From an optimization exercise on the open Yosys and OpenROAD flow, aimed at small area; shortcuts taken in it are not production practice. The RTL was checked by simulation tests, not by an equivalence proof against the original design. In every run shown here, the design's own scripts or RTL, not TritonCTS, make the clock network. The clock input has no modelled driver; a real chip could not lean on it and would need a root buffer or a full tree. No activity file was given, so power comes from the tool's default toggle rates.

===== flow/config.mk =====
export PLATFORM = sky130hd
export DESIGN_NAME = uart_tx_rx
export DESIGN_NICKNAME = uart_tx_rx
export VERILOG_FILES = /design/flow/design.v
export SDC_FILE = /design/flow/constraint.sdc
export NUM_CORES = 4
export LEC_CHECK = 0
export CAP_MARGIN = 20
export CORE_MARGIN = 2
export CORE_UTILIZATION = 35
export SLEW_MARGIN = 20

===== flow/constraint.sdc =====
create_clock -name core_clock -period 10.0 [get_ports {clk}]
set_input_delay 2.0000 -clock core_clock [delete_from_list [all_inputs] [get_ports {clk}]]
set_output_delay 2.0000 -clock core_clock [all_outputs]
set_load 0.01 [all_outputs]

===== flow/design.v =====
`timescale 1ns / 1ps
module uart_tx_rx(
input clk,
input rst,  
input start,
input [7:0] txin,
output tx,
input rx,
output [7:0] rxout,
output rxdone, txdone
);
reg [3:0] m_q;    
reg [3:0] c_q;    
reg [7:0] d;      
wire [3:0] m = m_q ^ 4'd3;
wire [3:0] c = c_q ^ 4'd4;
wire idle = c[3] & c[2] & ~c[1];            
wire cend = c[3] & ~c[2] & c[0];            
wire go   = idle & start;
wire m9   = m[3] & m[0];
wire m10  = m[3] & m[1];
wire inc  = idle ? start : m10;
wire bitDone = m9 & (~(c[3] & c[2]) | (c[1] & c[0]));  
wire [3:0] m_n, c_n;
assign m_n[0] = go | ~(m[0] | m10);
assign m_n[1] = ~go & ~m10 & (m[1] ^ m[0]);
assign m_n[2] = ~go & (m[2] ^ (m[1] & m[0]));
assign m_n[3] = go | (m[3] & ~m[1]) | (m[2] & m[1] & m[0]);
assign c_n[0] = rst | (c[0] ^ inc);
assign c_n[1] = ~rst & (c[1] ^ (inc & c[0]));
assign c_n[2] = rst | cend | (c[2] ^ (inc & c[1] & c[0]));
assign c_n[3] = rst | (c[3] ^ (inc & c[2] & c[1] & c[0]));
always @(posedge clk) begin
    m_q <= m_n ^ 4'd3;
    c_q <= c_n ^ 4'd4;
end
always @(posedge clk)
    if (idle) d <= txin;
assign tx = c[3] ? ~(c[2] & c[1] & (c[0] | m[1])) : d[c[2:0]];
assign txdone = m9 & c[3] & ~c[2] & ~c[0];   
reg [2:0] rc_q;   
reg [3:0] ri_q;   
reg [7:0] rd;
wire [2:0] rc = rc_q ^ 3'd4;
wire [3:0] ri = ri_q ^ 4'd6;
wire ri9   = ri[3] & ri[0];
wire ri10  = ri[3] & ri[1];
wire ridle = rc[2] & rc[1] & rc[0];
wire recv  = rc[2] & rc[1] & ~rc[0];
wire samp  = rc[2] & ~rc[1] & rc[0];
reg [2:0] rc_n;
always @(*) begin
    if (rst)
        rc_n = 3'd7;
    else if (ridle)
        rc_n = rx ? 3'd7 : 3'd0;
    else if (recv)
        rc_n = ri10 ? 3'd7 : (bitDone ? 3'd0 : 3'd6);
    else
        rc_n = rc + 3'd1;
end
wire rinc = recv & bitDone & ~ri10;
wire [3:0] ri_n;
assign ri_n[0] = ~ridle & (ri[0] ^ rinc);
assign ri_n[1] = ~ridle & (ri[1] ^ (rinc & ri[0]));
assign ri_n[2] = ~ridle & (ri[2] ^ (rinc & ri[1] & ri[0]));
assign ri_n[3] = ~ridle & (ri[3] ^ (rinc & ri[2] & ri[1] & ri[0]));
always @(posedge clk) begin
    rc_q <= rc_n ^ 3'd4;
    ri_q <= ri_n ^ 4'd6;
end
always @(posedge clk)
    if (samp & ~ri9) rd <= {rx, rd[7:1]};
assign rxout = rd;
assign rxdone = ri9 & bitDone;
endmodule

===== flow/flow/run.sh =====
#!/bin/bash
# The standard layout (standard.sh) with these changes, all for cell area:
#  - synthesis: flow/synth.tcl (no adder cells, ABC area script flow/abc.script)
#  - ports buffered with buf_1
#  - clock: CTS_HOOK_N buffers of type CTS_HOOK_CELL instead of TritonCTS's tree (flow/cts_hook.tcl)
set -euo pipefail
here=$(pwd)
export FLOW_ABC_SCRIPT=$here/flow/abc.script
export CTS_HOOK_CELL=${CTS_HOOK_CELL:-clkbuf_16} CTS_HOOK_N=${CTS_HOOK_N:-1}
bash standard.sh \
  "SYNTH_SCRIPT=$here/flow/synth.tcl" \
  "BUFFER_PORTS_ARGS=-buffer_cell sky130_fd_sc_hd__buf_1" \
  "PRE_CTS_TCL=$here/flow/cts_hook.tcl" \
  finish > standard.log 2>&1

===== flow/flow/abc.script =====
strash
dch
amap

===== flow/flow/cts_hook.tcl =====
# Clock tree: CTS_HOOK_N clock buffers of type CTS_HOOK_CELL, each driving the
# clock pins of one group of registers (grouped by x position) and placed at
# that group's centre; the clock port drives only the buffers. TritonCTS is
# not run.
set blk [ord::get_db_block]
set master [[ord::get_db] findMaster sky130_fd_sc_hd__$::env(CTS_HOOK_CELL)]
set nbuf $::env(CTS_HOOK_N)
set clknet [$blk findNet clk]
set sinks {}
foreach it [$clknet getITerms] {
  set bb [[$it getInst] getBBox]
  lappend sinks [list [expr {([$bb xMin] + [$bb xMax]) / 2}] [expr {([$bb yMin] + [$bb yMax]) / 2}] $it]
}
set sinks [lsort -integer -index 0 $sinks]
set total [llength $sinks]
$clknet setSigType CLOCK
for {set g 0} {$g < $nbuf} {incr g} {
  set lo [expr {$g * $total / $nbuf}]
  set hi [expr {($g + 1) * $total / $nbuf - 1}]
  set inst [odb::dbInst_create $blk $master clkbuf_root_$g]
  set net [odb::dbNet_create $blk clk_root_$g]
  $net setSigType CLOCK
  set sx 0; set sy 0; set k 0
  foreach s [lrange $sinks $lo $hi] {
    incr sx [lindex $s 0]; incr sy [lindex $s 1]; incr k
    set it [lindex $s 2]
    $it disconnect
    $it connect $net
  }
  $inst setLocation [expr {$sx / $k}] [expr {$sy / $k}]
  $inst setPlacementStatus PLACED
  [$inst findITerm A] connect $clknet
  [$inst findITerm X] connect $net
  puts "cts_hook: clkbuf_root_$g drives $k clock pins"
}
rename clock_tree_synthesis orfs_clock_tree_synthesis_unused
proc clock_tree_synthesis {args} { set_propagated_clock [all_clocks] }

===== flow/flow/synth.tcl =====
# The standard flow's synthesis script (synth_recipe.tcl) with two changes for area:
# no half/full adder extraction (the adder cells are large for these
# small counters) and ABC run with the area script in flow/abc.script.
proc synth {args} { yosys synth -nofsm -noshare {*}$args }
proc extract_fa {args} { puts "extract_fa skipped" }
proc abc {args} {
  set i [lsearch $args -script]
  set args [lreplace $args $i [expr {$i+1}] -script $::env(FLOW_ABC_SCRIPT)]
  yosys abc {*}$args
}
source $::env(SCRIPTS_DIR)/synth.tcl
# left out here: clear keep_hierarchy, flatten, clean up, hide names made inside functions, write 1_2_yosys.v

===== flow/standard.sh =====
#!/bin/bash
# synth_recipe.tcl (not shown) runs the flow's synth.tcl, then flattens the netlist and writes it again
# the make line also repeats each setting of config.mk as NAME=value (left out here)
make -C /OpenROAD-flow-scripts/flow DESIGN_CONFIG=/design/flow/config.mk WORK_HOME=/design/flow/orfs CLKGATE_MAP_FILE= SYNTH_SCRIPT=/design/flow/synth_recipe.tcl "${@:-finish}"

==> reports/qor.yml, run 1 <==
drt_iter0_drc: 59
hold_path_startpoint: "rd[3]"
place_area_sq_mm: 0.001295
die_x_um: 61.51
portBuffers: 22
syn_area_sq_mm: 0.001157
whs_path_depth: 0
syn_to_final_growth_pct: 14.05
rrSetupSlack_ns: 7.53
synth_area_leaders: "edfxtp_1, dfxtp_1, nor2_1"
yosys_warnings: 1
holdWs_ns: 0.4587
net-switching-power_mw: 0.1360
r2r_end: "c_q[2]"
grt_antenna_before_repair: 0
cts_hold_buffers: 0
worstSkewPairLatency_ns: 0.16
cts_resized: 0
slew_headroom_pct: 49.15
pwr-share-comb_pct: 30.8
grt_max_degree: 32
grt.met1_usage_pct: 15.32
cp-start-kind: "flip-flop"
synth_commonest_cells: "nor2_1, edfxtp_1, dfxtp_1, clkinv_1"
grt_pass1_vias: 771
fmax_mhz: 276.3
syn_nets: 120
slew_violations: 0
grt.busiest_layer: "met2"
dp_hpwl_um: 1513
rr_worst_depth: 10
hold_path_end: "rd[2]"
placed_cells: 174
rows: 20
finalHoldViolCount: 0
final.min_clock_period_ns: 3.619
status: "timing/DRC/antenna clean"
synth-seq-cells: 31
vias: 836
synth_top_area_cell: "edfxtp_1"
post_drt_wl_per_cell_um: 11.00
gp_congestion: 0.8968
grtUsageMet2_pct: 17.29
boundaryPins: 23
design_area_sq_mm: 0.001320
synth_edf_count: 16
cap_violations: 0
cts.reportedPaths.clkPinSlew_ns: 0.10
die_y_um: 61.51
crit_required_ns: 8.00
antenna_left: 0
fin_skew_ns: 0.003010
post-route-period-util_pct: 36.19
p_per_area_mw_per_mm2: 288.9
tightest_slew_ns: 0.7600
ys.flop_type: "edfxtp_1"
yosysUniqueCellTypes: 21
grt_pass1_wl_um: 3243
synth.most_common_cell: "nor2_1"
syn_inst: 108
syn_avg_cell_area_sq_um: 10.72
leakage_nw: 0.4379
drcViolationCount: 0
endpoint_kind: "output pin"
num_antenna_cells: 0
synth_top_area_share_pct: 41.51
use_met3_pct: 1.261
final-setup-viol-count: 0
core_sq_mm: 0.003103
total_power_mw: 0.3814
postCtsSetupBuffers: 0
p_clk_share_pct: 12.2
ir_drop_mv: 0.1032
internal_power_mw: 0.2453
swShare_pct: 35.67
drt-total-wl_um: 1925
viasPerCell: 4.777
grt_remaining_overflow: 0
dr.pass1.iters: 4
fin_setup_tns_ns: 0
final_cells: 175
die-area_sq_mm: 0.003783
p_seq_share_pct: 57.0
hold_path.class: "flip-flop to flip-flop"
grt_usage_pct: 10.75
synth.yosys.seq_area_share_pct: 67.46
initial_core_util_pct: 37.30
critPathKind: "flip-flop to output pin"
drive_above_1_share_pct: 0.7634
async_flop_share_pct: 0
rsz0062_at_grt: "false"
layout.nets: 145
crit_fanout: 8
r2r-start: "c_q[3]"
cp.arrival_ns: 1.62
flip-flops by register name (all words and copies together) (netlist names):
name and flops:
c_q 4, rc_q 3, m_q 4, ri_q 4, d 8, rd 8
cell families after synthesis:
| logic type | after synthesis | synth area share, % |
|---|---|---|
| AO/OA/AOI/OAI | 28 | 15.03 |
| buffers and inverters | 11 | 3.568 |
| flip-flops | 31 | 67.46 |
| AND/OR/NAND/NOR | 38 | 13.95 |
how the worst max path moves through the flow:
| stage | from | endpoint | slack (ns) | depth (start not counted) |
|---|---|---|---|---|
| floorplan | c_q[0] | tx | 6.83 | 5 |
| global placement | c_q[0] | tx | 6.66 | 6 |
| detailed placement | c_q[0] | tx | 6.59 | 6 |
| CTS | c_q[0] | tx | 6.39 | 6 |
| global route | c_q[0] | tx | 6.18 | 6 |
| finish | c_q[0] | tx | 6.38 | 6 |
worst max-delay path: stages (launching register included):
cell	delay, ns
dfxtp_1	0.47
clkinv_1	0.24
a22oi_1	0.22
o21ai_0	0.10
a211oi_1	0.24
a31oi_1	0.06
buf_1	0.14
layer usage:
layer / vias up / share of wire [%]
met5: - / 0
met1: 380 / 47
met4: 0 / 1.8
met2: 18 / 46
met3: 4 / 4.6
li1: 434 / -
area by class of cell:
class	count	area, sq um
Fill cell	315	1783
Multi-Input combinational cell	66	335.3
Tap cell	44	55.05
Buffer	1	25.02
Sequential cell	31	780.7
Timing Repair Buffer	22	82.58
Inverter	11	41.29
placed cells by master (no fill, tap or decap), drive strengths merged:
cell and instances:
a211o 1, nor4 1, a21oi 6, nand2 10
nor2b 1, a2111oi 1, o21a 1, a211oi 2
dfxtp 15, clkinv 11, edfxtp 16, a31oi 2
clkbuf 1, o21ai 10, nor2 18, nand3 2
nand2b 1, o221ai 3, buf 22, or2 2
nor3 3, o211ai 1, a22oi 1
power by group through the flow:
stage	sequential, mW	combinational, mW	clock (mW)
global placement	0.220	0.114	0
detailed placement	0.220	0.117	0
global route	0.223	0.136	0.0529
finish	0.218	0.117	0.0464
CTS	0.217	0.118	0.0491
floorplan	0.216	0.0851	0
per-stage QoR:
stage	worst slack (ns)	utilization [%]
2_1_floorplan	6.827	-
3_3_place_gp	6.660	41.73
3_5_place_dp	6.586	41.73
4_1_cts	6.390	42.54
5_1_grt	6.180	42.54
6_report	6.381	42.54
==> run 2, diff against run 1 <==
==> flow/design.v (replaced) <==
`timescale 1ns / 1ps
module uart_tx_rx(
input clk,
input rst,  
input start,
input [7:0] txin,
output tx,
input rx,
output [7:0] rxout,
output rxdone, txdone
);
reg [3:0] m_q;    
reg [3:0] c_q;    
reg [7:0] d;      
wire [3:0] m = m_q ^ 4'd8;
wire [3:0] c = c_q ^ 4'd1;
wire cidle = c[3] & ~c[1] & c[0];           
wire idle  = cidle & m[0];                  
wire go    = idle & start;
wire m9    = m[3] & m[0];
wire m10   = m[3] & m[1];
wire inc   = go | m10;                     
wire mset  = cidle | rst;
wire bitDone = m9 & ~(c[3] & (c[1] ^ c[0]));  
wire [3:0] m_n, c_n;
assign m_n[0] = mset | ~(m[0] | m10);
assign m_n[1] = ~mset & ~m10 & (m[1] ^ m[0]);
assign m_n[2] = ~mset & (m[2] ^ (m[1] & m[0]));
assign m_n[3] = mset | (m[3] & ~m[1]) | (m[2] & m[1] & m[0]);
assign c_n[0] = rst | (c[0] ^ inc);
assign c_n[1] = ~rst & (c[1] ^ (inc & c[0]));
assign c_n[2] = ~rst & (c[2] ^ (inc & c[1] & c[0] & ~c[3]));
assign c_n[3] = rst | (c[3] ^ (inc & c[1] & c[0] & (c[2] | c[3])));
always @(posedge clk) begin
    m_q <= m_n ^ 4'd8;
    c_q <= c_n ^ 4'd1;
end
always @(posedge clk)
    if (cidle) d <= txin;
assign tx = c[3] ? ~(c[1] & (c[0] | m[1])) : d[c[2:0]];
assign txdone = m9 & c[3] & ~c[1] & ~c[0];   
reg [2:0] rc_q;   
reg [3:0] ri_q;   
reg [7:0] rd;
wire [2:0] rc = rc_q ^ 3'd0;
wire [3:0] ri = ri_q ^ 4'd4;
wire ri9   = ri[3] & ri[0];
wire ri10  = ri[3] & ri[1];
wire ridle = rc[2] & rc[1] & rc[0];
wire recv  = rc[2] & rc[1] & ~rc[0];
wire samp  = rc[2] & ~rc[1] & rc[0];
reg [2:0] rc_n;
always @(*) begin
    if (rst)
        rc_n = 3'd7;
    else if (ridle)
        rc_n = rx ? 3'd7 : 3'd0;
    else if (recv)
        rc_n = ri10 ? 3'd7 : (bitDone ? 3'd0 : 3'd6);
    else
        rc_n = rc + 3'd1;
end
wire rinc = recv & bitDone & ~ri10;
wire [3:0] ri_n;
assign ri_n[0] = ~ridle & (ri[0] ^ rinc);
assign ri_n[1] = ~ridle & (ri[1] ^ (rinc & ri[0]));
assign ri_n[2] = ~ridle & (ri[2] ^ (rinc & ri[1] & ri[0]));
assign ri_n[3] = ~ridle & (ri[3] ^ (rinc & ri[2] & ri[1] & ri[0]));
always @(posedge clk) begin
    rc_q <= rc_n ^ 3'd0;
    ri_q <= ri_n ^ 4'd4;
end
always @(posedge clk)
    if (samp & ~ri9) rd <= {rx, rd[7:1]};
assign rxout = rd;
assign rxdone = ri9 & bitDone;
endmodule
--- a/flow/flow/run.sh
+++ b/flow/flow/run.sh
@@ -2,3 +2,3 @@
 # The standard layout (standard.sh) with these changes, all for cell area:
-#  - synthesis: flow/synth.tcl (no adder cells, ABC area script flow/abc.script)
+#  - synthesis: flow/synth.tcl (no adder cells; ABC with the best of the area scripts flow/abc*.script)
 #  - ports buffered with buf_1
@@ -7,4 +7,4 @@
 here=$(pwd)
-export FLOW_ABC_SCRIPT=$here/flow/abc.script
-export CTS_HOOK_CELL=${CTS_HOOK_CELL:-clkbuf_16} CTS_HOOK_N=${CTS_HOOK_N:-1}
+export FLOW_ABC_DIR=$here/flow
+export CTS_HOOK_CELL=${CTS_HOOK_CELL:-clkbuf_4} CTS_HOOK_N=${CTS_HOOK_N:-3}
 bash standard.sh \
==> flow/flow/abc1.script (new file) <==
strash
dch
amap
==> flow/flow/abc10.script (new file) <==
strash
dch
amap
strash
dch
amap
==> flow/flow/abc2.script (new file) <==
strash
dch -f
amap
==> flow/flow/abc3.script (new file) <==
strash
dch
amap
strash
dch -f
amap
==> flow/flow/abc4.script (new file) <==
strash
rewrite -z
refactor -z
dch
amap
==> flow/flow/abc5.script (new file) <==
strash
dch
map -a
topo
dnsize
==> flow/flow/abc6.script (new file) <==
strash
ifraig
dch -f
amap
==> flow/flow/abc7.script (new file) <==
strash
dch
map -a
strash
dch
map -a
strash
dch
map -a
==> flow/flow/abc8.script (new file) <==
strash
dc2
dch
amap
==> flow/flow/abc9.script (new file) <==
&get -n
&st
&synch2
&nf -R 1000
&put
==> flow/flow/synth.tcl (replaced) <==
# The standard flow's synthesis script (synth_recipe.tcl) with two changes for area:
# no half/full adder extraction (the adder cells are large for these small
# counters), and the mapping ABC run is done with each of the area scripts
# flow/abc*.script in turn, keeping the one that gives the smallest area.
proc synth {args} { yosys synth -nofsm -noshare {*}$args }
proc extract_fa {args} { puts "extract_fa skipped" }
proc abc {args} {
  set i [lsearch $args -script]
  set liberty [lindex $args [expr {[lsearch $args -liberty] + 1}]]
  set scripts [lsort [glob $::env(FLOW_ABC_DIR)/abc*.script]]
  yosys design -save before_abc
  set best_area 1e30
  set best_script ""
  foreach s $scripts {
    yosys design -load before_abc
    yosys abc {*}[lreplace $args $i [expr {$i + 1}] -script $s]
    yosys tee -q -o $::env(RESULTS_DIR)/abc_try.txt stat -liberty $liberty
    set f [open $::env(RESULTS_DIR)/abc_try.txt]
    set txt [read $f]
    close $f
    regexp {Chip area for module '[^']*': ([0-9.]+)} $txt -> area
    puts "abc try: $s area $area"
    if {$area < $best_area - 0.001} { set best_area $area; set best_script $s }
  }
  puts "abc best: $best_script area $best_area"
  yosys design -load before_abc
  yosys abc {*}[lreplace $args $i [expr {$i + 1}] -script $best_script]
}
source $::env(SCRIPTS_DIR)/synth.tcl
# left out here: clear keep_hierarchy, flatten, clean up, hide names made inside functions, write 1_2_yosys.v
--- a/flow/config.mk
+++ b/flow/config.mk
@@ -10,2 +10,3 @@
 export CORE_UTILIZATION = 35
+export PLACE_DENSITY = 0.6
 export SLEW_MARGIN = 20
removed: flow/flow/abc.script
==> reports/qor.yml, run 2 <==
async_flop_share_pct: 0  # unchanged
num_antenna_cells: 0  # unchanged
synth-seq-cells: 31  # unchanged
antenna_left: 0  # unchanged
cp.arrival_ns: 1.63  # was 1.62 ns
synth_top_area_share_pct: 42.81  # was 41.51%
cp-start-kind: "flip-flop"  # unchanged
core_sq_mm: 0.003053  # was 0.003103 sq mm
final_cell_mix: "buf_1, nor2_1, edfxtp_1, dfxtp_1, clkinv_1"  # unchanged
endpoint_kind: "output pin"  # unchanged
holdWs_ns: 0.4587  # about the same
crit_required_ns: 8.00  # about the same
crit_fanout: 9  # was 8
syn_inst: 99  # was 108
die_x_um: 60.63  # was 61.51 um
syn_avg_cell_area_sq_um: 11.34  # was 10.72 sq um
grt_remaining_overflow: 0  # unchanged
syn_to_final_growth_pct: 14.27  # was 14.05%
critPathKind: "flip-flop to output pin"  # unchanged
synth.yosys.seq_area_share_pct: 69.57  # was 67.46%
status: "timing/DRC/antenna clean"  # unchanged
die-area_sq_mm: 0.003675  # was 0.003783 sq mm
rows: 20  # unchanged
yosysUniqueCellTypes: 20  # was 21
vias: 822  # was 836
viasPerCell: 4.893  # was 4.777
cap_violations: 0  # unchanged
portBuffers: 22  # unchanged
fin_skew_ns: 0.01154  # was 0.003010 ns
cts_hold_buffers: 0  # unchanged
ir_drop_mv: 0.1069  # was 0.1032 mV
cts.reportedPaths.clkPinSlew_ns: 0.11  # was 0.10 ns
slew_violations: 0  # unchanged
slew_headroom_pct: 48.71  # was 49.15%
grt_pass1_wl_um: 3036  # was 3243 um
post_drt_wl_per_cell_um: 11.18  # was 11.00 um
final.min_clock_period_ns: 3.630  # was 3.619 ns
p_per_area_mw_per_mm2: 268.0  # was 288.9 mW/mm^2
grt_usage_pct: 10.28  # was 10.75%
synth_commonest_cells: "edfxtp_1, nor2_1, dfxtp_1, clkinv_1, o21ai_0"  # was nor2_1, edfxtp_1, dfxtp_1, clkinv_1
fmax_mhz: 275.5  # was 276.3 MHz
top_regs: "d (8), rd (8)"  # unchanged
nFillCells: 311  # was 315
drive_above_1_share_pct: 2.419  # was 0.7634%
boundaryPins: 23  # unchanged
ys.flop_type: "edfxtp_1"  # unchanged
drcViolationCount: 0  # unchanged
dp_hpwl_um: 1443  # was 1513 um
post-route-period-util_pct: 36.30  # was 36.19%
leakage_nw: 0.4262  # was 0.4379 nW
die_y_um: 60.63  # was 61.51 um
finalHoldViolCount: 0  # unchanged
initial_core_util_pct: 36.76  # was 37.30%
fin_setup_tns_ns: 0  # unchanged
grt_antenna_before_repair: 0  # unchanged
layout_commonest_cell: "buf_1"  # unchanged
synth_area_leaders: "edfxtp_1, dfxtp_1, nor2_1"  # unchanged
grt_pass1_vias: 717  # was 771
tightest_slew_ns: 0.7665  # was 0.7600 ns
dr.pass1.iters: 4  # unchanged
syn_area_sq_mm: 0.001122  # was 0.001157 sq mm
yosys_warnings: 1  # unchanged
postCtsSetupBuffers: 0  # unchanged
cts_resized: 0  # unchanged
worstSkewPairLatency_ns: 0.17  # was 0.16 ns
synth_edf_count: 16  # unchanged
final-setup-viol-count: 0  # unchanged
drt-total-wl_um: 1878  # was 1925 um
hold_path.class: "flip-flop to flip-flop"  # unchanged
grt_max_degree: 12  # was 32
synth_top_area_cell: "edfxtp_1"  # unchanged
layout.nets: 138  # was 145
rsz0062_at_grt: "false"  # unchanged
gp_congestion: 0.8223  # was 0.8968
syn_nets: 111  # was 120
drt_iter0_drc: 11  # was 59
==> run 2: cell type report <==
type | instances | area, sq um | share of cell area [%]
flip-flops and latches | 31 | 780.7 | 60.88
repair buffers | 22 | 82.58 | 6.439
plain buffers | 3 | 22.52 | 1.756
multi-input cells | 58 | 304.0 | 23.71
well taps | 44 | 55.05 | 4.293
inverters | 10 | 37.54 | 2.927
==> run 2: layer usage <==
layer  vias to the layer above  global-route usage (%)  share of wire (%)
met5                         -                       0                  0
li1                        415                       -                  -
met1                       382                   14.13                 45
met2                        21                   17.51                 48
met3                         4                   1.279                4.8
met4                         0                   2.174                2.0
==> run 2: kinds of logic after synthesis <==
group,after synthesis,synth area share (%)
compound gates,28,15.83
buf+inv,10,3.345
flops,31,69.57
simple gates,30,11.26
==> run 2: power breakdown <==
group | switching [mW] | total (mW) | internal [mW]
sequential | 0.0246 | 0.205 | 0.181
clock | 0.0298 | 0.0442 | 0.0144
combinational | 0.0629 | 0.0943 | 0.0313
total | 0.117 | 0.344 | 0.226
==> run 2: per-stage QoR <==
step / instances / power (mW) / area, sq um / setup WS, ns / utilization, %
after global placement: 165 / 0.2989 / 1260 / 6.727 / 41.27
after floorplan: 99 / 0.2731 / 1122 / 6.880 / -
after detailed placement: 165 / 0.3044 / 1260 / 6.586 / 41.27
after global routing: 168 / 0.3688 / 1282 / 6.209 / 42.01
after CTS: 168 / 0.3487 / 1282 / 6.372 / 42.01
final: 168 / 0.3437 / 1282 / 6.370 / 42.01
==> run 2: path summary, 6_finish.rpt <==
path	startpoint	to	slack, ns	depth (start not counted)
hold reg to reg	rd[2]	rd[1]	0.46	0
hold / removal	rd[2]	rd[1]	0.46	0
setup reg to reg	c_q[0]	ri_q[2]	7.92	7
setup / recovery	c_q[0]	tx	6.37	6
==> run 2: critical path: stages (launching register included) <==
cell and delay, ns:
dfxtp_1 0.50, clkinv_1 0.25, o221ai_1 0.26, a21oi_1 0.10, a21oi_1 0.12, o41ai_1 0.09
buf_1 0.13
==> run 3, diff against run 2 <==
--- a/flow/flow/run.sh
+++ b/flow/flow/run.sh
@@ -8,3 +8,3 @@
 export FLOW_ABC_DIR=$here/flow
-export CTS_HOOK_CELL=${CTS_HOOK_CELL:-clkbuf_4} CTS_HOOK_N=${CTS_HOOK_N:-3}
+export CTS_HOOK_CELL=${CTS_HOOK_CELL:-clkbuf_16} CTS_HOOK_N=${CTS_HOOK_N:-1}
 bash standard.sh \
--- a/flow/config.mk
+++ b/flow/config.mk
@@ -10,3 +10,2 @@
 export CORE_UTILIZATION = 35
-export PLACE_DENSITY = 0.6
 export SLEW_MARGIN = 20
==> reports/qor.yml, run 3 <==
die-area_sq_mm: 0.003675  # unchanged
dp_slack_ns: 6.586  # unchanged
slew_headroom_pct: 48.57  # was 48.71%
fmax_mhz: 275.9  # was 275.5 MHz
synth_top_area_cell: "edfxtp_1"  # unchanged
cp-start-kind: "flip-flop"  # unchanged
tightest_slew_ns: 0.7686  # was 0.7665 ns
synth-seq-cells: 31  # unchanged
async_flop_share_pct: 0  # unchanged
fin_setup_tns_ns: 0  # unchanged
drt-total-wl_um: 1839  # was 1878 um
cp.arrival_ns: 1.62  # was 1.63 ns
cts_resized: 0  # unchanged
drt_iter0_drc: 12  # was 11
grt_max_degree: 32  # was 12
critPathKind: "flip-flop to output pin"  # unchanged
die_y_um: 60.63  # unchanged
layout_commonest_cell: "buf_1"  # unchanged
yosysUniqueCellTypes: 20  # unchanged
gp_congestion: 0.8223  # unchanged
core_sq_mm: 0.003053  # unchanged
boundaryPins: 23  # unchanged
worstSkewPairLatency_ns: 0.16  # was 0.17 ns
ys.flop_type: "edfxtp_1"  # unchanged
final_cell_mix: "buf_1, nor2_1, edfxtp_1, dfxtp_1, clkinv_1"  # unchanged
grt_antenna_before_repair: 0  # unchanged
post-route-period-util_pct: 36.25  # was 36.30%
syn_nets: 111  # unchanged
leakage_nw: 0.4247  # was 0.4262 nW
status: "timing/DRC/antenna clean"  # unchanged
syn_inst: 99  # unchanged
portBuffers: 22  # unchanged
viasPerCell: 4.855  # was 4.893
syn_to_final_growth_pct: 14.49  # was 14.27%
drive_above_1_share_pct: 0.8197  # was 2.419%
final-setup-viol-count: 0  # unchanged
dr.pass1.iters: 4  # unchanged
rsz0062_at_grt: "false"  # unchanged
slew_violations: 0  # unchanged
grt_pass1_vias: 687  # was 717
rrSetupSlack_ns: 7.93  # was 7.92 ns
synth_edf_count: 16  # unchanged
hold_path.class: "flip-flop to flip-flop"  # unchanged
cap_violations: 0  # unchanged
finalWorstSetupSlack_ns: 6.375  # was 6.370 ns
synth_area_leaders: "edfxtp_1, dfxtp_1, nor2_1"  # unchanged
initial_core_util_pct: 36.76  # unchanged
grt_pass1_wl_um: 2967  # was 3036 um
syn_avg_cell_area_sq_um: 11.34  # unchanged
final.min_clock_period_ns: 3.625  # was 3.630 ns
dp_hpwl_um: 1443  # unchanged
p_per_area_mw_per_mm2: 269.7  # was 268.0 mW/mm^2
layout.nets: 136  # was 138
postCtsSetupBuffers: 0  # unchanged
post_drt_wl_per_cell_um: 11.08  # was 11.18 um
synth_top_area_share_pct: 42.81  # unchanged
synth_commonest_cells: "edfxtp_1, nor2_1, dfxtp_1, clkinv_1, o21ai_0"  # unchanged
top_regs: "d (8), rd (8)"  # unchanged
synth.yosys.seq_area_share_pct: 69.57  # unchanged
yosys_warnings: 1  # unchanged
cts_hold_buffers: 0  # unchanged
antenna_left: 0  # unchanged
fin_skew_ns: 0.003044  # was 0.01154 ns
syn_area_sq_mm: 0.001122  # unchanged
num_antenna_cells: 0  # unchanged
crit_required_ns: 8.00  # about the same
ir_drop_mv: 0.09056  # was 0.1069 mV
vias: 806  # was 822
grt_usage_pct: 10.05  # was 10.28%
crit_fanout: 9  # unchanged
placed_cells: 165  # unchanged
endpoint_kind: "output pin"  # unchanged
cts.reportedPaths.clkPinSlew_ns: 0.10  # was 0.11 ns
die_x_um: 60.63  # unchanged
rows: 20  # unchanged
final_cells: 166  # was 168
drcViolationCount: 0  # unchanged
finalHoldViolCount: 0  # unchanged
grt_remaining_overflow: 0  # unchanged
[run 3: cell counts after synthesis]
No cell type changed its count.
[run 3: worst max-delay path, stage by stage (launching register included)]
cell      delay (ns)
dfxtp_1         0.50
clkinv_1        0.25
o221ai_1        0.26
a21oi_1         0.10
a21oi_1         0.12
o41ai_1         0.09
buf_1           0.13
[run 3: final timing paths]
kind / from / end / cells after the start
max reg2reg: c_q[0] / ri_q[2] / 7
min: rd[2] / rd[1] / 0
min reg2reg: rd[2] / rd[1] / 0
max: c_q[0] / tx / 6
[run 3: cell families after synthesis]
logic type             synth area share [%]
flip-flops                            69.57
AND/OR/NAND/NOR                       11.26
AO/OA/AOI/OAI                         15.83
buffers and inverters                 3.345
[run 3: cell type report]
class | count | area, sq um
fill | 307 | 1768
sequential | 31 | 780.7
multi-input combinational | 58 | 304.0
timing repair buffer | 22 | 82.58
tap | 44 | 55.05
inverter | 10 | 37.54
buffer | 1 | 25.02
[run 3: power by group]
group	internal, mW	total, mW	switching [mW]	leakage, nW
Sequential	0.181	0.205	0.0245	0.276
Combinational	0.0313	0.0943	0.0630	0.136
Clock	0.0186	0.0471	0.0285	0.0123
[run 3: through the flow]
step           utilization (%)  total power [mW]  area [sq um]  hold slack (ns)
3_3_place_gp             41.27            0.2989          1260           0.4368
5_1_grt                  42.09            0.3726          1285           0.4797
2_1_floorplan                -            0.2731          1122           0.4364
4_1_cts                  42.09            0.3531          1285           0.4652
3_5_place_dp             41.27            0.3044          1260           0.4372
6_report                 42.09            0.3466          1285           0.4590
[run 3: per-layer routing]
layer | global-route usage (%) | wire length [um]
met1 | 14.54 | 889
met2 | 17.20 | 856
met3 | 0.6397 | 60
met4 | 1.242 | 32
met5 | 0 | 0
==> run 4, diff against run 3 <==
--- a/flow/design.v
+++ b/flow/design.v
@@ -14,3 +14,3 @@
 reg [7:0] d;      
-wire [3:0] m = m_q ^ 4'd8;
+wire [3:0] m = m_q ^ 4'd0;
 wire [3:0] c = c_q ^ 4'd1;
@@ -19,4 +19,4 @@
 wire go    = idle & start;
-wire m9    = m[3] & m[0];
-wire m10   = m[3] & m[1];
+wire m9    = (~m[1] & ~m[2]);
+wire m10   = (~m[2] & ~m[3]);
 wire inc   = go | m10;                     
@@ -24,7 +24,5 @@
 wire bitDone = m9 & ~(c[3] & (c[1] ^ c[0]));  
-wire [3:0] m_n, c_n;
-assign m_n[0] = mset | ~(m[0] | m10);
-assign m_n[1] = ~mset & ~m10 & (m[1] ^ m[0]);
-assign m_n[2] = ~mset & (m[2] ^ (m[1] & m[0]));
-assign m_n[3] = mset | (m[3] & ~m[1]) | (m[2] & m[1] & m[0]);
+wire mf = (~m[0] & ~m[1]) | (~m[2] & m[3]) | (m[2] & ~m[3]);
+wire [3:0] m_n = mset ? 4'd9 : {m[2:0], mf};
+wire [3:0] c_n;
 assign c_n[0] = rst | (c[0] ^ inc);
@@ -34,3 +32,3 @@
 always @(posedge clk) begin
-    m_q <= m_n ^ 4'd8;
+    m_q <= m_n ^ 4'd0;
     c_q <= c_n ^ 4'd1;
--- a/flow/flow/run.sh
+++ b/flow/flow/run.sh
@@ -8,3 +8,3 @@
 export FLOW_ABC_DIR=$here/flow
-export CTS_HOOK_CELL=${CTS_HOOK_CELL:-clkbuf_16} CTS_HOOK_N=${CTS_HOOK_N:-1}
+export CTS_HOOK_CELL=${CTS_HOOK_CELL:-clkbuf_4} CTS_HOOK_N=${CTS_HOOK_N:-3}
 bash standard.sh \
==> reports/qor.yml, run 4 <==
status: "timing/DRC/antenna clean"  # unchanged
die_y_um: 60.31  # was 60.63 um
dp_hpwl_um: 1423  # was 1443 um
grtUsageMet2_pct: 18.94  # was 17.20%
grt_max_degree: 12  # was 32
post_drt_wl_per_cell_um: 11.26  # was 11.08 um
crit_chain: "clkinv_1, o221ai_1, a21oi_1, a21oi_1, o41ai_1, buf_1"  # unchanged
layout_commonest_cell: "buf_1"  # unchanged
synth-seq-cells: 31  # unchanged
critPathSlowestCell: "dfxtp_1"  # unchanged
portBuffers: 22  # unchanged
syn_area_sq_mm: 0.001110  # was 0.001122 sq mm
fmax_mhz: 282.7  # was 275.9 MHz
final_cell_mix: "buf_1, edfxtp_1, nor2_1, dfxtp_1, clkinv_1"  # was buf_1, nor2_1, edfxtp_1, dfxtp_1, clkinv_1
final-setup-viol-count: 0  # unchanged
antenna_left: 0  # unchanged
async_flop_share_pct: 0  # unchanged
drt-total-wl_um: 1869  # was 1839 um
fin_setup_tns_ns: 0  # unchanged
ir_drop_mv: 0.08496  # was 0.09056 mV
slew_violations: 0  # unchanged
cp-start-kind: "flip-flop"  # unchanged
use_met3_pct: 2.165  # was 0.6397%
slew_headroom_pct: 47.12  # was 48.57%
seq_area_sq_um: 780.7  # unchanged
yosys_warnings: 1  # unchanged
dr.pass1.iters: 4  # unchanged
viasPerCell: 4.675  # was 4.855
drt_iter0_drc: 17  # was 12
crit_fanout: 9  # unchanged
grt_remaining_overflow: 0  # unchanged
nFillCells: 292  # was 307
cts.reportedPaths.clkPinSlew_ns: 0.10  # about the same
post-route-period-util_pct: 35.38  # was 36.25%
initial_core_util_pct: 36.65  # was 36.76%
grt.busiest_layer: "met2"  # unchanged
yosysUniqueCellTypes: 22  # was 20
cp_common_cell: "a21oi_1"  # unchanged
synth_area_leaders: "edfxtp_1, dfxtp_1, nor2_1"  # unchanged
p_per_area_mw_per_mm2: 270.8  # was 269.7 mW/mm^2
fin_skew_ns: 0.004334  # was 0.003044 ns
critPathKind: "flip-flop to output pin"  # unchanged
synth_edf_count: 16  # unchanged
grt_pass1_wl_um: 3111  # was 2967 um
grt_antenna_before_repair: 0  # unchanged
path_depth: 6  # unchanged
drcViolationCount: 0  # unchanged
cts_hold_buffers: 0  # unchanged
path_delay_family: "compound AO/OA/AOI/OAI gates"  # unchanged
num_antenna_cells: 0  # unchanged
layout.nets: 136  # unchanged
crit_required_ns: 8.00  # about the same
drive_above_1_share_pct: 2.459  # was 0.8197%
syn_to_final_growth_pct: 14.43  # was 14.49%
syn_nets: 109  # was 111
hold_path_startpoint: "rd[7]"  # was rd[2]
synth_top_area_cell: "edfxtp_1"  # unchanged
tightest_slew_ns: 0.7903  # was 0.7686 ns
endpoint_kind: "output pin"  # unchanged
rows: 20  # unchanged
r2r-start: "c_q[1]"  # was c_q[0]
boundaryPins: 23  # unchanged
startpoint: "c_q[0]"  # unchanged
gp_congestion: 0.8502  # was 0.8223
grt_pass1_vias: 711  # was 687
rsz0062_at_grt: "false"  # unchanged
ys.flop_type: "edfxtp_1"  # unchanged
grt.met1_usage_pct: 14.05  # was 14.54%
cp.arrival_ns: 1.54  # was 1.62 ns
r2r_end: "c_q[2]"  # was ri_q[2]
syn_avg_cell_area_sq_um: 11.44  # was 11.34 sq um
crit_path_max_incr_delay_ns: 0.49  # was 0.50 ns
synth.yosys.seq_area_share_pct: 70.35  # was 69.57%
finalHoldViolCount: 0  # unchanged
top_regs: "d (8), rd (8)"  # unchanged
cap_violations: 0  # unchanged
die-area_sq_mm: 0.003637  # was 0.003675 sq mm
synth.most_common_cell: "edfxtp_1"
postCtsSetupBuffers: 0  # unchanged
leakage_nw: 0.4263  # was 0.4247 nW
vias: 776  # was 806
cts_resized: 0  # unchanged
synth_top_area_share_pct: 43.29  # was 42.81%
synth_commonest_cells: "edfxtp_1, dfxtp_1, nor2_1, clkinv_1, o21ai_0"  # was edfxtp_1, nor2_1, dfxtp_1, clkinv_1, o21ai_0
hold_path.class: "flip-flop to flip-flop"  # unchanged
die_x_um: 60.31  # was 60.63 um
rr_worst_depth: 9  # was 7
core_sq_mm: 0.003028  # was 0.003053 sq mm
utilization_pct: 41.94  # was 42.09%
rrSetupSlack_ns: 7.90  # was 7.93 ns
crit_end: "tx"  # unchanged
final.min_clock_period_ns: 3.538  # was 3.625 ns
grt_usage_pct: 10.97  # was 10.05%
syn_inst: 97  # was 99
worstSkewPairLatency_ns: 0.16  # about the same
multiInputGateArea_sq_um: 291.5  # was 304.0 sq um
path_buf_inv: 2  # unchanged
[run 4: cell count changes in the layout (fill, tap and decap cells not counted), sizes merged]
cell / change
o21ai: -1
nor2: -1
o21a: -2
nor2b: +1
a21oi: -1
o211ai: +1
clkbuf: +2
nand2: +1
a2111oi: -1
a21o: +1
[run 4: cell families after synthesis]
group | Yosys count | synth area share (%)
compound gates | 25 | 14.32
buf+inv | 10 | 3.383
flops | 31 | 70.35
simple gates | 31 | 11.95
[run 4: worst min-delay path by stage]
stage / end / slack, ns / cells after the start
final: rd[6] / 0.46 / 0
after global routing: rd[6] / 0.48 / 0
after CTS: rd[4] / 0.47 / 0
after detailed placement: rd[4] / 0.44 / 0
after global placement: rd[0] / 0.44 / 0
after floorplan: m_q[2] / 0.43 / 2
[run 4: worst register-to-register path: cells and delay by family (launching register included)]
kind / cells / cell delay [ns]
DFF: 1 / 0.37
buffers and inverters: 1 / 0.09
AOI/OAI and AO/OA: 3 / 0.44
and+or+nand+nor: 5 / 1.10
[run 4: stage by stage]
stage               power [mW]  setup slack, ns  instances  hold WS [ns]  cell area, sq um
CTS                     0.3474            6.443        166        0.4664              1270
detailed placement      0.3038            6.641        163        0.4412              1247
global placement        0.3016            6.724        163        0.4355              1247
floorplan               0.2740            6.880         97        0.4346              1110
global route            0.3713            6.344        166        0.4805              1270
finish                  0.3439            6.462        166        0.4600              1270
[run 4: routing by layer]
layer	vias up	part of all wire, %
met3	6	5.0
met5	-	0
met2	19	48
li1	403	-
met1	348	44
met4	0	2.8
[run 4: layout make-up]
| class | instances | share of cell area (%) |
|---|---|---|
| Sequential cell | 31 | 61.48 |
| Multi-Input combinational cell | 56 | 22.96 |
| Timing Repair Buffer | 22 | 6.502 |
| Tap cell | 44 | 4.335 |
| Inverter | 10 | 2.956 |
| Buffer | 3 | 1.773 |
[run 4: where the power goes]
part / total [mW] / switching (mW) / internal (mW) / leakage (nW)
clock: 0.0433 / 0.0289 / 0.0144 / 0.0138
combinational: 0.0933 / 0.0609 / 0.0325 / 0.137
sequential: 0.207 / 0.0257 / 0.182 / 0.276
==> run 5, diff against run 4 <==
--- a/flow/design.v
+++ b/flow/design.v
@@ -43,3 +43,3 @@
 wire [2:0] rc = rc_q ^ 3'd0;
-wire [3:0] ri = ri_q ^ 4'd4;
+wire [3:0] ri = ri_q ^ 4'd12;
 wire ri9   = ri[3] & ri[0];
@@ -68,3 +68,3 @@
     rc_q <= rc_n ^ 3'd0;
-    ri_q <= ri_n ^ 4'd4;
+    ri_q <= ri_n ^ 4'd12;
 end
==> reports/qor.yml, run 5 <==
status: "timing/DRC/antenna clean"  # unchanged
vias: 775  # was 776
drt_iter0_drc: 20  # was 17
hold_path.class: "flip-flop to flip-flop"  # unchanged
synth.yosys.seq_area_share_pct: 70.75  # was 70.35%
placed_cells: 161  # was 163
fin_setup_tns_ns: 0  # unchanged
rows: 20  # unchanged
synth-seq-cells: 31  # unchanged
die-area_sq_mm: 0.003618  # was 0.003637 sq mm
multiInputGateArea_sq_um: 292.8  # was 291.5 sq um
synth.most_common_cell: "edfxtp_1"  # unchanged
final_cell_mix: "buf_1, edfxtp_1, dfxtp_1, nor2_1, o21ai_0"  # was buf_1, edfxtp_1, nor2_1, dfxtp_1, clkinv_1
grt_antenna_before_repair: 0  # unchanged
cts_hold_buffers: 0  # unchanged
holdWs_ns: 0.4630  # was 0.4600 ns
endpoint_kind: "output pin"  # unchanged
swShare_pct: 34.10  # was 33.55%
slew_headroom_pct: 59.57  # was 47.12%
cts_resized: 0  # unchanged
seq_area_sq_um: 780.7  # unchanged
postCtsSetupBuffers: 0  # unchanged
tightest_slew_ns: 0.6042  # was 0.7903 ns
final-setup-viol-count: 0  # unchanged
syn_avg_cell_area_sq_um: 11.74  # was 11.44 sq um
drcViolationCount: 0  # unchanged
drive_above_1_share_pct: 3.333  # was 2.459%
p_per_area_mw_per_mm2: 285.1  # was 270.8 mW/mm^2
internal_power_mw: 0.2388  # was 0.2285 mW
p_clk_share_pct: 12.3  # was 12.6%
slew_violations: 0  # unchanged
die_y_um: 60.15  # was 60.31 um
top_regs: "d (8), rd (8)"  # unchanged
grt.met1_usage_pct: 15.28  # was 14.05%
ys.flop_type: "edfxtp_1"  # unchanged
cp.arrival_ns: 1.56  # was 1.54 ns
dp_hpwl_um: 1401  # was 1423 um
total_power_mw: 0.3624  # was 0.3439 mW
layout.nets: 134  # was 136
grt_usage_pct: 11.01  # was 10.97%
core_sq_mm: 0.003028  # unchanged
r2r-start: "c_q[0]"  # was c_q[1]
fmax_mhz: 280.7  # was 282.7 MHz
gp_congestion: 0.8420  # was 0.8502
crit_required_ns: 8.00  # about the same
grt_pass1_vias: 765  # was 711
grt_pass1_wl_um: 3194  # was 3111 um
cap_violations: 0  # unchanged
final.min_clock_period_ns: 3.562  # was 3.538 ns
yosys_warnings: 1  # unchanged
num_antenna_cells: 0  # unchanged
r2r_end: "ri_q[2]"  # was c_q[2]
ir_drop_mv: 0.1148  # was 0.08496 mV
dr.pass1.iters: 4  # unchanged
viasPerCell: 4.726  # was 4.675
hold_path_startpoint: "rd[4]"  # was rd[7]
post_drt_wl_per_cell_um: 11.30  # was 11.26 um
grtUsageMet2_pct: 18.32  # was 18.94%
syn_nets: 106  # was 109
synth_edf_count: 16  # unchanged
async_flop_share_pct: 0  # unchanged
grt_max_degree: 12  # unchanged
portBuffers: 22  # unchanged
synth_top_area_cell: "edfxtp_1"  # unchanged
boundaryPins: 23  # unchanged
pwr-share-comb_pct: 30.4  # was 27.1%
finalHoldViolCount: 0  # unchanged
syn_to_final_growth_pct: 15.19  # was 14.43%
cts.reportedPaths.clkPinSlew_ns: 0.12  # was 0.10 ns
rsz0062_at_grt: "false"  # unchanged
synth_commonest_cells: "edfxtp_1, dfxtp_1, nor2_1, o21ai_0, clkinv_1"  # was edfxtp_1, dfxtp_1, nor2_1, clkinv_1, o21ai_0
net-switching-power_mw: 0.1236  # was 0.1154 mW
grt_remaining_overflow: 0  # unchanged
die_x_um: 60.15  # was 60.31 um
syn_area_sq_mm: 0.001104  # was 0.001110 sq mm
use_met3_pct: 1.732  # was 2.165%
post-route-period-util_pct: 35.62  # was 35.38%
synth_area_leaders: "edfxtp_1, dfxtp_1, o21ai_0"  # was edfxtp_1, dfxtp_1, nor2_1
layout_commonest_cell: "buf_1"  # unchanged
syn_inst: 94  # was 97
leakage_nw: 0.4282  # was 0.4263 nW
yosysUniqueCellTypes: 22  # unchanged
worstSkewPairLatency_ns: 0.17  # was 0.16 ns
whs_path_depth: 0  # unchanged
crit_fanout: 7  # was 9
synth_top_area_share_pct: 43.54  # was 43.29%
rrSetupSlack_ns: 8.07  # was 7.90 ns
p_seq_share_pct: 57.3  # was 60.3%
initial_core_util_pct: 36.45  # was 36.65%
drt-total-wl_um: 1853  # was 1869 um
critPathKind: "flip-flop to output pin"  # unchanged
cp-start-kind: "flip-flop"  # unchanged
rr_worst_depth: 8  # was 9
hold_path_end: "rd[3]"  # was rd[6]
final_cells: 164  # was 166
grt.busiest_layer: "met2"  # unchanged
fin_skew_ns: 0.01912  # was 0.004334 ns
antenna_left: 0  # unchanged
nFillCells: 292  # unchanged
==> run 5: how the worst max path moves through the flow <==
stage	startpoint	endpoint	slack, ns	depth (start not counted)
after global placement	c_q[1]	rxdone	6.74	5
after global routing	c_q[0]	tx	6.27	6
after floorplan	c_q[0]	tx	6.90	5
after detailed placement	c_q[0]	tx	6.67	6
final	c_q[0]	tx	6.44	6
after CTS	c_q[0]	tx	6.44	6
==> run 5: worst max-delay path, cell delays in order (launching register included) <==
cell      delay [ns]
dfxtp_1         0.45
clkinv_1        0.22
o22ai_1         0.22
o22ai_1         0.10
a31oi_1         0.18
o31ai_1         0.09
buf_1           0.13
==> run 5: routing by layer <==
metal / share of wire (%) / routed length, um
met1: 46 / 847
met2: 48 / 896
met3: 5.0 / 92
met4: 0.92 / 17
met5: 0 / 0
==> run 5: kinds of logic (layout without fill, tap and decap cells) <==
| group | count (synthesis) | in the layout | synth area share [%] |
|---|---|---|---|
| flip-flops | 31 | 31 | 70.75 |
| AND/OR/NAND/NOR | 28 | 28 | 11.57 |
| AO/OA/AOI/OAI | 27 | 27 | 14.97 |
| buffers and inverters | 8 | 34 | 2.721 |
==> run 5: metrics by stage <==
| stage | cell area (sq um) | util [%] | setup slack [ns] |
|---|---|---|---|
| 2_1_floorplan | 1104 | - | 6.900 |
| 5_1_grt | 1271 | 41.98 | 6.267 |
| 4_1_cts | 1271 | 41.98 | 6.443 |
| 6_report | 1271 | 41.98 | 6.438 |
| 3_3_place_gp | 1249 | 41.24 | 6.738 |
| 3_5_place_dp | 1249 | 41.24 | 6.668 |
==> run 5: final cells by class <==
type,instances,area share [%]
well taps,44,4.331
repair buffers,23,7.087
flip-flops and latches,31,61.42
multi-input cells,55,23.03
inverters,8,2.362
plain buffers,3,1.772
==> run 5: power groups by stage <==
stage	clock [mW]	sequential [mW]	combinational, mW
finish	0.0445	0.208	0.110
detailed placement	0	0.210	0.111
CTS	0.0470	0.208	0.111
global placement	0	0.210	0.108
global route	0.0505	0.214	0.128
floorplan	0	0.207	0.0778
==> run 6, diff against run 5 <==
--- a/flow/config.mk
+++ b/flow/config.mk
@@ -10,2 +10,4 @@
 export CORE_UTILIZATION = 35
+export GPL_TIMING_DRIVEN = 0
+export PLACE_DENSITY = 0.85
 export SLEW_MARGIN = 20
==> reports/qor.yml, run 6 <==
crit_fanout: 7  # unchanged
vias: 776  # was 775
fin_skew_ns: 0.01075  # was 0.01912 ns
die_y_um: 60.15  # unchanged
boundaryPins: 23  # unchanged
critPathKind: "flip-flop to output pin"  # unchanged
slew_headroom_pct: 50.98  # was 59.57%
cts_hold_buffers: 0  # unchanged
internal_power_mw: 0.2360  # was 0.2388 mW
finalHoldViolCount: 0  # unchanged
syn_area_sq_mm: 0.001104  # unchanged
layout.nets: 133  # was 134
grt_pass1_vias: 758  # was 765
synth_top_area_cell: "edfxtp_1"  # unchanged
gp_congestion: 0.7680  # was 0.8420
grt_antenna_before_repair: 0  # unchanged
slew_violations: 0  # unchanged
cp_common_cell: "o22ai_1"  # unchanged
post_drt_wl_per_cell_um: 11.39  # was 11.30 um
final-setup-viol-count: 0  # unchanged
postCtsSetupBuffers: 0  # unchanged
dp_hpwl_um: 1454  # was 1401 um
startpoint: "c_q[0]"  # unchanged
crit_path_max_incr_delay_ns: 0.46  # was 0.45 ns
worstSkewPairLatency_ns: 0.16  # was 0.17 ns
holdWs_ns: 0.4641  # was 0.4630 ns
final_cell_mix: "buf_1, edfxtp_1, dfxtp_1, nor2_1, o21ai_0"  # unchanged
nFillCells: 285  # was 292
rows: 20  # unchanged
p_seq_share_pct: 58.0  # was 57.3%
tightest_slew_ns: 0.7314  # was 0.6042 ns
core_sq_mm: 0.003028  # unchanged
crit_required_ns: 8.00  # about the same
rsz0062_at_grt: "false"  # unchanged
yosysUniqueCellTypes: 22  # unchanged
drt-total-wl_um: 1857  # was 1853 um
async_flop_share_pct: 0  # unchanged
grt_remaining_overflow: 0  # unchanged
drcViolationCount: 0  # unchanged
syn_nets: 106  # unchanged
die-area_sq_mm: 0.003618  # unchanged
cap_violations: 0  # unchanged
yosys_warnings: 1  # unchanged
initial_core_util_pct: 36.45  # unchanged
viasPerCell: 4.761  # was 4.726
hold_path.class: "flip-flop to flip-flop"  # unchanged
syn_inst: 94  # unchanged
status: "timing/DRC/antenna clean"  # unchanged
layout_commonest_cell: "buf_1"  # unchanged
num_antenna_cells: 0  # unchanged
top_regs: "d (8), rd (8)"  # unchanged
antenna_left: 0  # unchanged
p_clk_share_pct: 12.1  # was 12.3%
grt_pass1_wl_um: 2980  # was 3194 um
utilization_pct: 41.90  # was 41.98%
synth-seq-cells: 31  # unchanged
cp-start-kind: "flip-flop"  # unchanged
p_per_area_mw_per_mm2: 283.4  # was 285.1 mW/mm^2
synth_commonest_cells: "edfxtp_1, dfxtp_1, nor2_1, o21ai_0, clkinv_1"  # unchanged
hold_path_startpoint: "rd[2]"  # was rd[4]
crit_chain: "clkinv_1, o22ai_1, o22ai_1, a31oi_1, o31ai_1, buf_1"  # unchanged
net-switching-power_mw: 0.1235  # was 0.1236 mW
fmax_mhz: 279.6  # was 280.7 MHz
endpoint_kind: "output pin"  # unchanged
grt_usage_pct: 10.28  # was 11.01%
ys.flop_type: "edfxtp_1"  # unchanged
r2r-start: "c_q[1]"  # was c_q[0]
syn_avg_cell_area_sq_um: 11.74  # unchanged
post-route-period-util_pct: 35.77  # was 35.62%
drive_above_1_share_pct: 3.361  # was 3.333%
leakage_nw: 0.4249  # was 0.4282 nW
syn_to_final_growth_pct: 14.97  # was 15.19%
synth_top_area_share_pct: 43.54  # unchanged
swShare_pct: 34.36  # was 34.10%
ir_drop_mv: 0.08694  # was 0.1148 mV
synth_edf_count: 16  # unchanged
synth_area_leaders: "edfxtp_1, dfxtp_1, o21ai_0"  # unchanged
pwr-share-comb_pct: 29.9  # was 30.4%
cts_resized: 0  # unchanged
drt_iter0_drc: 8  # was 20
synth.most_common_cell: "edfxtp_1"  # unchanged
fin_setup_tns_ns: 0  # unchanged
synth.yosys.seq_area_share_pct: 70.75  # unchanged
total_power_mw: 0.3596  # was 0.3624 mW
critPathSlowestCell: "dfxtp_1"  # unchanged
final.min_clock_period_ns: 3.577  # was 3.562 ns
portBuffers: 22  # unchanged
die_x_um: 60.15  # unchanged
cp.arrival_ns: 1.58  # was 1.56 ns
dr.pass1.iters: 4  # unchanged
cts.reportedPaths.clkPinSlew_ns: 0.10  # was 0.12 ns
grt_max_degree: 12  # unchanged
-- run 6: cell counts after synthesis --
No cell type changed its count.
-- run 6: kinds of logic after synthesis --
kind of cell           Yosys count  share of synthesized area [%]
and+or+nand+nor                 28                          11.57
AOI/OAI and AO/OA               27                          14.97
DFF                             31                          70.75
buffers and inverters            8                          2.721
-- run 6: power groups by stage --
stage               Sequential (mW)  Clock, mW  Combinational (mW)
floorplan                     0.207          0              0.0778
CTS                           0.209     0.0457               0.108
global placement              0.208          0               0.100
global route                  0.214     0.0501               0.120
detailed placement            0.211          0               0.108
finish                        0.209     0.0434               0.108
-- run 6: worst max-delay path: cells and delay by family (launching register included) --
| kind | cells | cell delay (ns) |
|---|---|---|
| AO/OA/AOI/OAI | 4 | 0.58 |
| flip-flops | 1 | 0.46 |
| buffers and inverters | 2 | 0.38 |
-- run 6: worst paths after layout --
path / slack [ns] / cells after the start / end
max reg2reg: 7.86 / 8 / ri_q[2]
max: 6.42 / 6 / tx
min: 0.46 / 0 / rd[1]
min reg2reg: 0.46 / 0 / rd[1]
-- run 6: metrics by stage --
stage	setup WS (ns)	cell area (sq um)	std cells
6_report	6.423	1269	163
5_1_grt	6.273	1269	163
4_1_cts	6.416	1269	163
3_5_place_dp	6.630	1246	160
3_3_place_gp	6.638	1241	160
2_1_floorplan	6.900	1104	94
-- run 6: layout make-up --
class                           instances  area, sq um  area share, %
Sequential cell                        31        780.7          61.54
Multi-Input combinational cell         55        297.8          23.47
Tap cell                               44        55.05          4.339
Timing Repair Buffer                   22        82.58          6.509
Inverter                                8        30.03          2.367
Buffer                                  3        22.52          1.775
-- run 6: layer usage --
| metal | global-route usage, % | share of wire (%) |
|---|---|---|
| met1 | 10.90 | 42 |
| met2 | 20.50 | 52 |
| met3 | 1.299 | 4.7 |
| met4 | 3.175 | 1.2 |
| met5 | 0 | 0 |
==> run 7, diff against run 6 <==
--- a/flow/config.mk
+++ b/flow/config.mk
@@ -11,3 +11,2 @@
 export GPL_TIMING_DRIVEN = 0
-export PLACE_DENSITY = 0.85
 export SLEW_MARGIN = 20
==> reports/qor.yml, run 7 <==
whs_path_depth: 0  # unchanged
die_x_um: 60.15  # unchanged
grt_max_degree: 12  # unchanged
synth_commonest_cells: "edfxtp_1, dfxtp_1, nor2_1, o21ai_0, clkinv_1"  # unchanged
ys.flop_type: "edfxtp_1"  # unchanged
core_sq_mm: 0.003028  # unchanged
syn_area_sq_mm: 0.001104  # unchanged
synth.most_common_cell: "edfxtp_1"  # unchanged
layout.nets: 133  # unchanged
syn_nets: 106  # unchanged
die_y_um: 60.15  # unchanged
critPathKind: "flip-flop to output pin"  # unchanged
grt_remaining_overflow: 0  # unchanged
r2r-start: "c_q[3]"  # was c_q[1]
synth_top_area_share_pct: 43.54  # unchanged
endpoint_kind: "output pin"  # unchanged
path_buf_inv: 2  # unchanged
synth.yosys.seq_area_share_pct: 70.75  # unchanged
dr.pass1.iters: 4  # unchanged
synth_top_area_cell: "edfxtp_1"  # unchanged
die-area_sq_mm: 0.003618  # unchanged
gp_congestion: 0.8491  # was 0.7680
drive_above_1_share_pct: 3.361  # unchanged
placed_cells: 160  # unchanged
place_area_sq_mm: 0.001246  # unchanged
cts_hold_buffers: 0  # unchanged
dp_hpwl_um: 1434  # was 1454 um
post-route-period-util_pct: 36.24  # was 35.77%
design_area_sq_mm: 0.001269  # unchanged
leakage_nw: 0.4249  # unchanged
postCtsSetupBuffers: 0  # unchanged
cts.reportedPaths.clkPinSlew_ns: 0.11  # was 0.10 ns
cts_resized: 0  # unchanged
finalHoldViolCount: 0  # unchanged
syn_inst: 94  # unchanged
antenna_left: 0  # unchanged
cp_common_cell: "o22ai_1"  # unchanged
syn_to_final_growth_pct: 14.97  # unchanged
top_regs: "d (8), rd (8)"  # unchanged
grt_pass1_vias: 751  # was 758
layout_commonest_cell: "buf_1"  # unchanged
grt_antenna_before_repair: 0  # unchanged
final_cell_mix: "buf_1, edfxtp_1, dfxtp_1, nor2_1, o21ai_0"  # unchanged
yosys_warnings: 1  # unchanged
async_flop_share_pct: 0  # unchanged
slew_violations: 0  # unchanged
drcViolationCount: 0  # unchanged
drt-total-wl_um: 1917  # was 1857 um
initial_core_util_pct: 36.45  # unchanged
ir_drop_mv: 0.1125  # was 0.08694 mV
status: "timing/DRC/antenna clean"  # unchanged
syn_avg_cell_area_sq_um: 11.74  # unchanged
crit_path_max_incr_delay_ns: 0.48  # was 0.46 ns
drt_iter0_drc: 15  # was 8
dp_slack_ns: 6.590  # was 6.630 ns
p_per_area_mw_per_mm2: 284.9  # was 283.4 mW/mm^2
final-setup-viol-count: 0  # unchanged
synth_area_leaders: "edfxtp_1, dfxtp_1, o21ai_0"  # unchanged
crit_required_ns: 8.00  # about the same
num_antenna_cells: 0  # unchanged
synth_edf_count: 16  # unchanged
cp-start-kind: "flip-flop"  # unchanged
rr_worst_depth: 6  # was 8
slew_headroom_pct: 47.41  # was 50.98%
viasPerCell: 4.706  # was 4.761
cap_violations: 0  # unchanged
grt_pass1_wl_um: 3153  # was 2980 um
tightest_slew_ns: 0.7846  # was 0.7314 ns
boundaryPins: 23  # unchanged
yosysUniqueCellTypes: 22  # unchanged
crit_chain: "clkinv_1, o22ai_1, o22ai_1, a31oi_1, o31ai_1, buf_1"  # unchanged
fmax_mhz: 275.9  # was 279.6 MHz
r2r_end: "c_q[2]"  # was ri_q[2]
final_cells: 163  # unchanged
synth-seq-cells: 31  # unchanged
hold_path_startpoint: "rd[6]"  # was rd[2]
cp.arrival_ns: 1.62  # was 1.58 ns
hold_path.class: "flip-flop to flip-flop"  # unchanged
vias: 767  # was 776
final.min_clock_period_ns: 3.624  # was 3.577 ns
crit_fanout: 7  # unchanged
fin_skew_ns: 0.01227  # was 0.01075 ns
holdWs_ns: 0.4624  # was 0.4641 ns
finalWorstSetupSlack_ns: 6.376  # was 6.423 ns
grt_usage_pct: 10.81  # was 10.28%
fin_setup_tns_ns: 0  # unchanged
rrSetupSlack_ns: 7.83  # was 7.86 ns
hold_path_end: "rd[5]"  # was rd[1]
post_drt_wl_per_cell_um: 11.76  # was 11.39 um
portBuffers: 22  # unchanged
rsz0062_at_grt: "false"  # unchanged
path_delay_family: "compound AO/OA/AOI/OAI gates"  # unchanged
critPathSlowestCell: "dfxtp_1"  # unchanged
worstSkewPairLatency_ns: 0.17  # was 0.16 ns
rows: 20  # unchanged
[run 7: worst max-delay path by stage]
stage	to	startpoint	cells past startpoint
after floorplan	tx	c_q[0]	5
after global placement	tx	c_q[0]	6
after detailed placement	tx	c_q[0]	6
after CTS	tx	c_q[0]	6
after global routing	tx	c_q[0]	6
final	tx	c_q[0]	6
[run 7: through the flow]
step / power (mW) / utilization (%)
after CTS: 0.3637 / 41.90
after detailed placement: 0.3198 / 41.16
after floorplan: 0.2849 / -
final: 0.3614 / 41.90
after global routing: 0.3902 / 41.90
after global placement: 0.3129 / 40.99
[run 7: cells by family after synthesis]
kind of cell           count (synthesis)  synth area share (%)
AND/OR/NAND/NOR                       28                 11.57
buffers and inverters                  8                 2.721
AO/OA/AOI/OAI                         27                 14.97
flip-flops                            31                 70.75
[run 7: power by group]
part	internal, mW	leakage (nW)	switching [mW]
Sequential	0.183	0.275	0.0257
Combinational	0.0385	0.136	0.0700
Clock	0.0144	0.0138	0.0297
[run 7: layout make-up]
class	count	area (sq um)
inverter	8	30.03
fill	310	1759
sequential	31	780.7
tap	44	55.05
timing repair buffer	22	82.58
multi-input combinational	55	297.8
buffer	3	22.52
[run 7: per-layer routing]
layer  share of wire (%)  vias up  GRT usage (%)
li1                    -      393              -
met1                  45      354          13.84
met2                  50       17          19.57
met3                 4.2        3          1.299
met4                0.52        0          1.905
met5                   0        -              0
==> run 8, diff against run 7 <==
--- a/flow/config.mk
+++ b/flow/config.mk
@@ -7,3 +7,3 @@
 export LEC_CHECK = 0
-export CAP_MARGIN = 20
+export CAP_MARGIN = 0
 export CORE_MARGIN = 2
@@ -11,2 +11,2 @@
 export GPL_TIMING_DRIVEN = 0
-export SLEW_MARGIN = 20
+export SLEW_MARGIN = 0
==> reports/qor.yml, run 8 <==
rrSetupSlack_ns: 7.80  # was 7.83 ns
dr.pass1.iters: 4  # unchanged
grt_remaining_overflow: 0  # unchanged
crit_fanout: 7  # unchanged
die-area_sq_mm: 0.003618  # unchanged
grt_pass1_vias: 760  # was 751
final.min_clock_period_ns: 3.634  # was 3.624 ns
grt_usage_pct: 10.99  # was 10.81%
fin_skew_ns: 0.01274  # was 0.01227 ns
slew_violations: 0  # unchanged
r2r-start: "c_q[3]"  # unchanged
postCtsSetupBuffers: 0  # unchanged
hold_path.class: "flip-flop to flip-flop"  # unchanged
cap_violations: 0  # unchanged
synth.most_common_cell: "edfxtp_1"  # unchanged
die_y_um: 60.15  # unchanged
drt-total-wl_um: 1931  # was 1917 um
top_regs: "d (8), rd (8)"  # unchanged
syn_avg_cell_area_sq_um: 11.74  # unchanged
nFillCells: 299  # was 310
worstSkewPairLatency_ns: 0.17  # about the same
yosysUniqueCellTypes: 22  # unchanged
cts.reportedPaths.clkPinSlew_ns: 0.11  # about the same
viasPerCell: 4.804  # was 4.706
post-route-period-util_pct: 36.34  # was 36.24%
status: "timing/DRC/antenna clean"  # unchanged
synth_commonest_cells: "edfxtp_1, dfxtp_1, nor2_1, o21ai_0, clkinv_1"  # unchanged
r2r_end: "c_q[2]"  # unchanged
yosys_warnings: 1  # unchanged
grt_pass1_wl_um: 3215  # was 3153 um
drive_above_1_share_pct: 3.361  # unchanged
synth_top_family_by_area: "compound AO/OA/AOI/OAI gates"  # unchanged
post_drt_wl_per_cell_um: 11.85  # was 11.76 um
cts_resized: 0  # unchanged
synth_edf_count: 16  # unchanged
syn_inst: 94  # unchanged
yosys.area_share.adder_pct: 0  # unchanged
die_x_um: 60.15  # unchanged
num_antenna_cells: 0  # unchanged
synth.yosys.seq_area_share_pct: 70.75  # unchanged
vias: 783  # was 767
drt_iter0_drc: 29  # was 15
tightest_slew_ns: 0.7962  # was 0.7846 ns
syn_nets: 106  # unchanged
boundaryPins: 23  # unchanged
initial_core_util_pct: 36.45  # unchanged
endpoint_kind: "output pin"  # unchanged
synth_top_area_share_pct: 43.54  # unchanged
rr_worst_depth: 6  # unchanged
yosys-mux-area-fraction_pct: 0  # unchanged
synth_top_area_cell: "edfxtp_1"  # unchanged
cp.arrival_ns: 1.63  # was 1.62 ns
syn_area_sq_mm: 0.001104  # unchanged
layout.nets: 133  # unchanged
leakage_nw: 0.4249  # unchanged
ys.flop_type: "edfxtp_1"  # unchanged
gp_congestion: 0.8491  # unchanged
slew_headroom_pct: 46.63  # was 47.41%
final-setup-viol-count: 0  # unchanged
core_sq_mm: 0.003028  # unchanged
grt_max_degree: 12  # unchanged
rows: 20  # unchanged
holdWs_ns: 0.4614  # was 0.4624 ns
final_cell_mix: "buf_1, edfxtp_1, dfxtp_1, nor2_1, o21ai_0"  # unchanged
syn_to_final_growth_pct: 14.97  # unchanged
fmax_mhz: 275.2  # was 275.9 MHz
dp_hpwl_um: 1426  # was 1434 um
whs_path_depth: 0  # unchanged
async_flop_share_pct: 0  # unchanged
drcViolationCount: 0  # unchanged
synth-seq-cells: 31  # unchanged
grt_antenna_before_repair: 0  # unchanged
fin_setup_tns_ns: 0  # unchanged
hold_path_end: "rd[5]"  # unchanged
synth_area_leaders: "edfxtp_1, dfxtp_1, o21ai_0"  # unchanged
cts_hold_buffers: 0  # unchanged
cp-start-kind: "flip-flop"  # unchanged
multiInputGateArea_sq_um: 297.8  # unchanged
rsz0062_at_grt: "false"  # unchanged
p_per_area_mw_per_mm2: 285.8  # was 284.9 mW/mm^2
hold_path_startpoint: "rd[6]"  # unchanged
portBuffers: 22  # unchanged
ir_drop_mv: 0.1417  # was 0.1125 mV
synth_compound_area_share_pct: 14.97  # unchanged
critPathKind: "flip-flop to output pin"  # unchanged
antenna_left: 0  # unchanged
layout_commonest_cell: "buf_1"  # unchanged
crit_required_ns: 8.00  # about the same
seq_area_sq_um: 780.7  # unchanged
synth_xor_area_share_pct: 0  # unchanged
synthSimpleGateAreaFrac_pct: 11.56  # unchanged
finalHoldViolCount: 0  # unchanged
run 8: cell counts after synthesis:
No cell type changed its count.
run 8: area by class of cell:
class,instances,area share (%)
Buffer,3,1.775
Inverter,8,2.367
Multi-Input combinational cell,55,23.47
Sequential cell,31,61.54
Tap cell,44,4.339
Timing Repair Buffer,22,6.509
run 8: worst max-delay path by stage:
| stage | from | slack, ns | endpoint | cells after the start |
|---|---|---|---|---|
| after floorplan | c_q[0] | 6.90 | tx | 5 |
| after global placement | c_q[0] | 6.60 | tx | 6 |
| after detailed placement | c_q[0] | 6.63 | tx | 6 |
| after CTS | c_q[0] | 6.41 | tx | 6 |
| after global routing | c_q[0] | 6.19 | tx | 6 |
| final | c_q[0] | 6.37 | tx | 6 |
run 8: critical path: stages, from the launching register on:
cell and delay (ns):
dfxtp_1 0.48, clkinv_1 0.26, o22ai_1 0.23, o22ai_1 0.10, a31oi_1 0.17, o31ai_1 0.09
buf_1 0.13
run 8: report_power, final:
part	internal, mW	switching (mW)
combinational	0.0385	0.0699
sequential	0.183	0.0261
clock	0.0144	0.0305
run 8: metrics by stage:
step | setup WS (ns) | total power, mW | std cells | utilization (%) | area [sq um]
6_report | 6.366 | 0.3626 | 163 | 41.90 | 1269
5_1_grt | 6.187 | 0.3903 | 163 | 41.90 | 1269
4_1_cts | 6.409 | 0.3620 | 163 | 41.74 | 1264
3_5_place_dp | 6.631 | 0.3185 | 160 | 40.99 | 1241
3_3_place_gp | 6.600 | 0.3129 | 160 | 40.99 | 1241
2_1_floorplan | 6.900 | 0.2849 | 94 | - | 1104
run 8: metal layers:
metal  vias up  track usage (%)  wire length [um]
met3         2            1.732                95
met5         -                0                 0
met1       368            14.40               863
met4         0            2.857                17
li1        391                -                 -
met2        22            18.79               954
run 8: logic make-up after synthesis:
kind of cell | after synthesis
flip-flops | 31
AND/OR/NAND/NOR | 28
AO/OA/AOI/OAI | 27
buffers and inverters | 8
